Background: an optimization exercise with open tools, aiming at small area. Do not read the settings as production practice. At most, simulation tests tie the RTL to the original design; equivalence was not proved. Power and IR drop assume default switching activity.

// fastinput
module fastinput (
    input rst,
    input clk,
	input [3:0]CheckIO,
	input  receive,
    output write
);
wire RxDone;
wire is_cmd;
wire tx_done;
wire [3:0] q;
wire slot0;
reg WriteEnable;
reg acc_d1;          
reg acc_d2;
reg [4:0] m;         
reg [4:0] php;
reg hclr;
reg frz;
reg mstate;
reg nbit;
reg spend;
reg scarry;
reg [3:0] SumLo;
reg [3:0] SumHi;
wire accept = RxDone && !WriteEnable && is_cmd;
wire [3:0] hbit;
wire [3:0] slbit;
wire ph0  = (php == 5'd4);
wire dph0 = ph0 || (php == 5'd18);
wire ph31 = (php == 5'd31);
Write2uart Write2uart(
	.Clk(clk),
	.Rst(rst),
	.Send_en(WriteEnable),
	.nbit(nbit),
	.uart_txd(write),
	.TX_Done(tx_done),
	.q(q),
	.slot0(slot0)
);
fastinput_in fastinput_in (
    .rst(rst),
    .clk(clk),
    .Fast(CheckIO),
    .ph0(ph0),
    .dph0(dph0),
    .sph(php[1:0]),
    .hclr(hclr),
    .frz(frz),
    .mstate(mstate),
    .accept(accept),
    .hbit(hbit),
    .slbit(slbit)
);
Receive2uart Receive2uart(
	.uart_rxd(receive),
	.Clk(clk),
	.Rst(rst),
	.is_cmd(is_cmd),
	.Rx_Done(RxDone)
);
always @(posedge clk or negedge rst) begin
	if (!rst) begin
		acc_d1 <= 1'b0;
		acc_d2 <= 1'b0;
	end else begin
		acc_d1 <= accept;
		acc_d2 <= acc_d1;
	end
end
always @(posedge clk or negedge rst) begin
	if (!rst)
		WriteEnable <= 1'b0;
	else if (acc_d2)
		WriteEnable <= 1'b1;
	else if (m == 5'd16)
		WriteEnable <= 1'b0;
end
  ...
==> flow/config.mk <==
export PLATFORM = sky130hd
export DESIGN_NAME = fastinput
export DESIGN_NICKNAME = fastinput
export VERILOG_FILES = /design/flow/design.v
export SDC_FILE = /design/flow/constraint.sdc
export NUM_CORES = 4
export LEC_CHECK = 0
export CAP_MARGIN = 20
export CORE_MARGIN = 2
export CORE_UTILIZATION = 40
export PLACE_DENSITY = 0.6
export SLEW_MARGIN = 20
==> flow/constraint.sdc <==
create_clock -name core_clock -period 10.0 [get_ports {clk}]
set_input_delay 2.0000 -clock core_clock [delete_from_list [all_inputs] [get_ports {clk}]]
set_output_delay 2.0000 -clock core_clock [all_outputs]
set_load 0.01 [all_outputs]
standard.sh (not shown) runs the stock make flow with config.mk's settings and CLKGATE_MAP_FILE= SYNTH_SCRIPT=/design/flow/synth_recipe.tcl, a recipe that flattens the netlist after the stock synthesis.
==> flow/flow/run.sh <==
#!/bin/bash
# The standard layout (standard.sh) with these changes:
#  - synthesis: synth_recipe.tcl unchanged, except that ABC maps the logic
#    with the area-oriented mapping in flow/area.abc (amap) instead of abc_speed.script,
#    adders are left to ABC (no extract_fa, no Kogge-Stone carry map).
#    Registers are created and mapped exactly as in the standard synthesis.
#  - the port buffers that buffer_ports inserts are sky130_fd_sc_hd__buf_1
#    instead of the delay buffer it picks by default;
#  - clock tree synthesis clusters at most 11 flip-flops within 40 um per
#    sky130_fd_sc_hd__clkbuf_4 and adds no dummy loads.
# ORFS writes each step's log under orfs/logs; the make output goes to
# standard.log.
set -euo pipefail
here=$(cd "$(dirname "$0")" && pwd)

cat > synth_area.tcl <<EOS
proc abc {args} {
  set i [lsearch -exact \$args -script]
  if {\$i >= 0 && [string match *abc_speed.script [lindex \$args [expr {\$i + 1}]]]} {
    lset args [expr {\$i + 1}] $here/area.abc
  }
  puts "abc script: [lindex \$args [expr {\$i + 1}]]"
  yosys abc {*}\$args
}
proc extract_fa {args} { puts "extract_fa skipped" }
EOS
cat synth_recipe.tcl >> synth_area.tcl

export SYNTH_OPERATIONS_ARGS="-nordff"
export BUFFER_PORTS_ARGS="-buffer_cell sky130_fd_sc_hd__buf_1"
export CTS_ARGS="-sink_clustering_enable -repair_clock_nets -sink_clustering_size 11 -sink_clustering_max_diameter 40 -buf_list sky130_fd_sc_hd__clkbuf_4 -dont_use_dummy_load"
bash standard.sh SYNTH_SCRIPT=$PWD/synth_area.tcl finish > standard.log 2>&1
==> flow/flow/area.abc <==
strash
dch -f
amap -F 4 -A 10
Change:
--- a/flow/design.v
+++ b/flow/design.v
@@ -114,20 +114,21 @@
 reg s0_uart_rx, s1_uart_rx;
 reg tmp0_uart_rx, tmp1_uart_rx;
 reg uart_state;
 reg [4:0] div_cnt;
 reg [7:0] bps_cnt;
 reg [1:0] acc;
 reg match;
 wire bps_Clk = uart_state && (div_cnt == 5'd3);
 wire nedege = !tmp0_uart_rx & tmp1_uart_rx;
 wire reject = (bps_cnt == 8'd12) && (acc == 2'd3);
+wire last   = bps_cnt[7] && (&bps_cnt[4:0]);    
 assign is_cmd = match;
 always @(posedge Clk or negedge Rst) begin
 	if (!Rst) begin
 		s0_uart_rx <= 1'b0;
 		s1_uart_rx <= 1'b0;
 		tmp0_uart_rx <= 1'b0;
 		tmp1_uart_rx <= 1'b0;
 	end else begin
 		s0_uart_rx <= uart_rxd;
 		s1_uart_rx <= s0_uart_rx;
@@ -135,30 +136,30 @@
 		tmp1_uart_rx <= tmp0_uart_rx;
 	end
 end
 always @(posedge Clk) begin
 	if (uart_state && div_cnt != 5'd19)
 		div_cnt <= {div_cnt[3:0], ~(div_cnt[4] ^ div_cnt[2])};
 	else
 		div_cnt <= 5'd0;
 end
 always @(posedge Clk) begin
-	if (!uart_state || bps_cnt == 8'd159 || reject)
+	if (!uart_state || last || reject)
 		bps_cnt <= 8'd0;
 	else if (bps_Clk)
 		bps_cnt <= bps_cnt + 1'b1;
 end
 always @(posedge Clk or negedge Rst) begin
 	if (!Rst)
 		Rx_Done <= 1'b0;
 	else
-		Rx_Done <= uart_state && (bps_cnt == 8'd159);
+		Rx_Done <= uart_state && last;
 end
 wire in_win = (bps_cnt[3:0] >= 4'd6) && (bps_cnt[3:0] <= 4'd11) && (bps_cnt != 8'd41);
 wire [3:0] grp = bps_cnt[7:4];
 wire exp_bit = (grp == 4'd1) || (grp == 4'd3);
 wire pol = (grp == 4'd0);
 wire dbit = (grp == 4'd2) ? !acc[1] : (acc != 2'd3);
 always @(posedge Clk) begin
 	if (bps_Clk) begin
 		if (bps_cnt[3:0] == 4'd0)
 			acc <= 2'd0;
@@ -191,49 +192,51 @@
 );
 reg [8:0] div_cnt;
 reg uart_state;
 wire div_lo  = uart_state && (div_cnt[8:3] == 6'd0) && div_cnt[1] && div_cnt[0];
 wire bps_clk = div_lo && !div_cnt[2];
 assign slot0 = div_lo && div_cnt[2];
 always @(posedge Clk or negedge Rst) begin
 	if (!Rst)
 		TX_Done <= 1'b0;
 	else
-		TX_Done <= uart_state && (q == 4'd10);
+		TX_Done <= uart_state && q10;
 end
+wire q10 = q[3] && q[1] && !q[0];
+wire q_data = !q[3] || (!q[1] && !q[0]);    
 always @(posedge Clk or negedge Rst) begin
 	if (!Rst)
 		uart_state <= 1'b0;
 	else if (Send_en)
 		uart_state <= 1'b1;
-	else if (q == 4'd10)
+	else if (q10)
 		uart_state <= 1'b0;
 end
 always @(posedge Clk) begin
-	if (!uart_state || q == 4'd10)
+	if (!uart_state || q10)
 		q <= 4'd15;
 	else if (bps_clk)
 		q <= q + 1'b1;
 end
 always @(posedge Clk) begin
 	if (uart_state && div_cnt != 9'd182)
 		div_cnt <= {div_cnt[7:0], ~(div_cnt[8] ^ div_cnt[4])};
 	else
 		div_cnt <= 9'd0;
 end
 always @(posedge Clk or negedge Rst) begin
 	if (!Rst)
 		uart_txd <= 1'b1;
 	else if (slot0) begin
 		if (q == 4'd0)
 			uart_txd <= 1'b0;
-		else if (q <= 4'd8)
+		else if (q_data)
 			uart_txd <= nbit;
 		else
 			uart_txd <= 1'b1;
 	end
 end
 endmodule
 module fastinput (
     input rst,
     input clk,
 	input [3:0]CheckIO,
@@ -252,20 +255,23 @@
 reg [4:0] php;
 reg hclr;
 reg frz;
 reg mstate;
 reg nbit;
 reg spend;
 reg scarry;
 reg [3:0] SumLo;
 reg [3:0] SumHi;
 wire accept = RxDone && !WriteEnable && is_cmd;
+wire m16   = m[4] && !m[2];
+wire m31   = m[4] && m[1] && m[0];
+wire fresh = m[4] && !m[1] && m[0];    
 wire [3:0] hbit;
 wire [3:0] slbit;
 wire ph0  = (php == 5'd4);
 wire dph0 = ph0 || (php == 5'd18);
 wire ph31 = (php == 5'd31);
 Write2uart Write2uart(
 	.Clk(clk),
 	.Rst(rst),
 	.Send_en(WriteEnable),
 	.nbit(nbit),
@@ -302,30 +308,29 @@
 	end else begin
 		acc_d1 <= accept;
 		acc_d2 <= acc_d1;
 	end
 end
 always @(posedge clk or negedge rst) begin
 	if (!rst)
 		WriteEnable <= 1'b0;
 	else if (acc_d2)
 		WriteEnable <= 1'b1;
-	else if (m == 5'd16)
+	else if (m16)
 		WriteEnable <= 1'b0;
 end
-wire fresh = (m == 5'd29);
 always @(posedge clk or negedge rst) begin
 	if (!rst)
 		m <= 5'd29;
 	else if (tx_done)
 		m <= (m + 1'b1) | {4'd0, fresh};
-	else if (m == 5'd16)
+	else if (m16)
 		m <= 5'd30;
 end
 wire unfz = (m == 5'd15) && q[3] && !q[2];
 always @(posedge clk or negedge rst) begin
 	if (!rst) begin
 		php <= 5'd4;
 		hclr <= 1'b1;
 		frz <= 1'b0;
 		mstate <= 1'b0;
 	end else begin
@@ -344,21 +349,21 @@
 wire [1:0] j = m[1:0];
 wire lowm = (php[1:0] == q[1:0]);
 wire lowp = (j == 2'd0) && !q[2];
 wire hm   = (php[4:2] == {j, q[2]});
 reg cond;
 reg src;
 always @(*) begin
 	if (!m[4]) begin
 		cond = lowm && (lowp || hm);
 		src  = lowp ? slbit[c] : hbit[c];
-	end else if (m == 5'd31) begin
+	end else if (m31) begin
 		cond = 1'b1;
 		src  = (q == 4'd1) || (q == 4'd2);
 	end else if (m[0]) begin
 		cond = 1'b1;
 		src  = 1'b0;
 	end else begin
 		cond = lowm;
 		src  = q[2] ? SumHi[0] : SumLo[0];
 	end
 end
Effect: Clock skew decreases by 0.043 ns. Die area hardly moves. Wire length drops slightly. Final area hardly moves. Power falls slightly. Count of clock-buffer cells in the layout falls by 1.
For the second run of this note, only the layout was checked, not whether the RTL still works.

[afterwards: timing with drivers on the ports]
How much do the figures lean on ideal ports? The routed layouts below were timed once more, with nothing changed but the port constraints.
Step 1, drivers: a clkbuf_16 drives clk and a buf_2 each remaining input, both assumed.
Step 2 adds t to the input delays and takes it off the output delays; t is the mean of the earliest and latest rising clock arrival at the registers after step 1. Input paths then give back, and output paths get back, about the clock's delay inside the block.
Three values: ideal ports, drivers, drivers and shift; two values: the first two.
| run | shift t [ns] | setup slack, ns | clock arrival spread, ns |
|---|---|---|---|
| the first run | 0.593 | 6.782 / 6.739 / 6.933 | 0.121 / 0.122 |
| the second run | 0.627 | 6.716 / 6.681 / 6.970 | 0.059 / 0.059 |
After both steps every run listed still meets setup and hold.
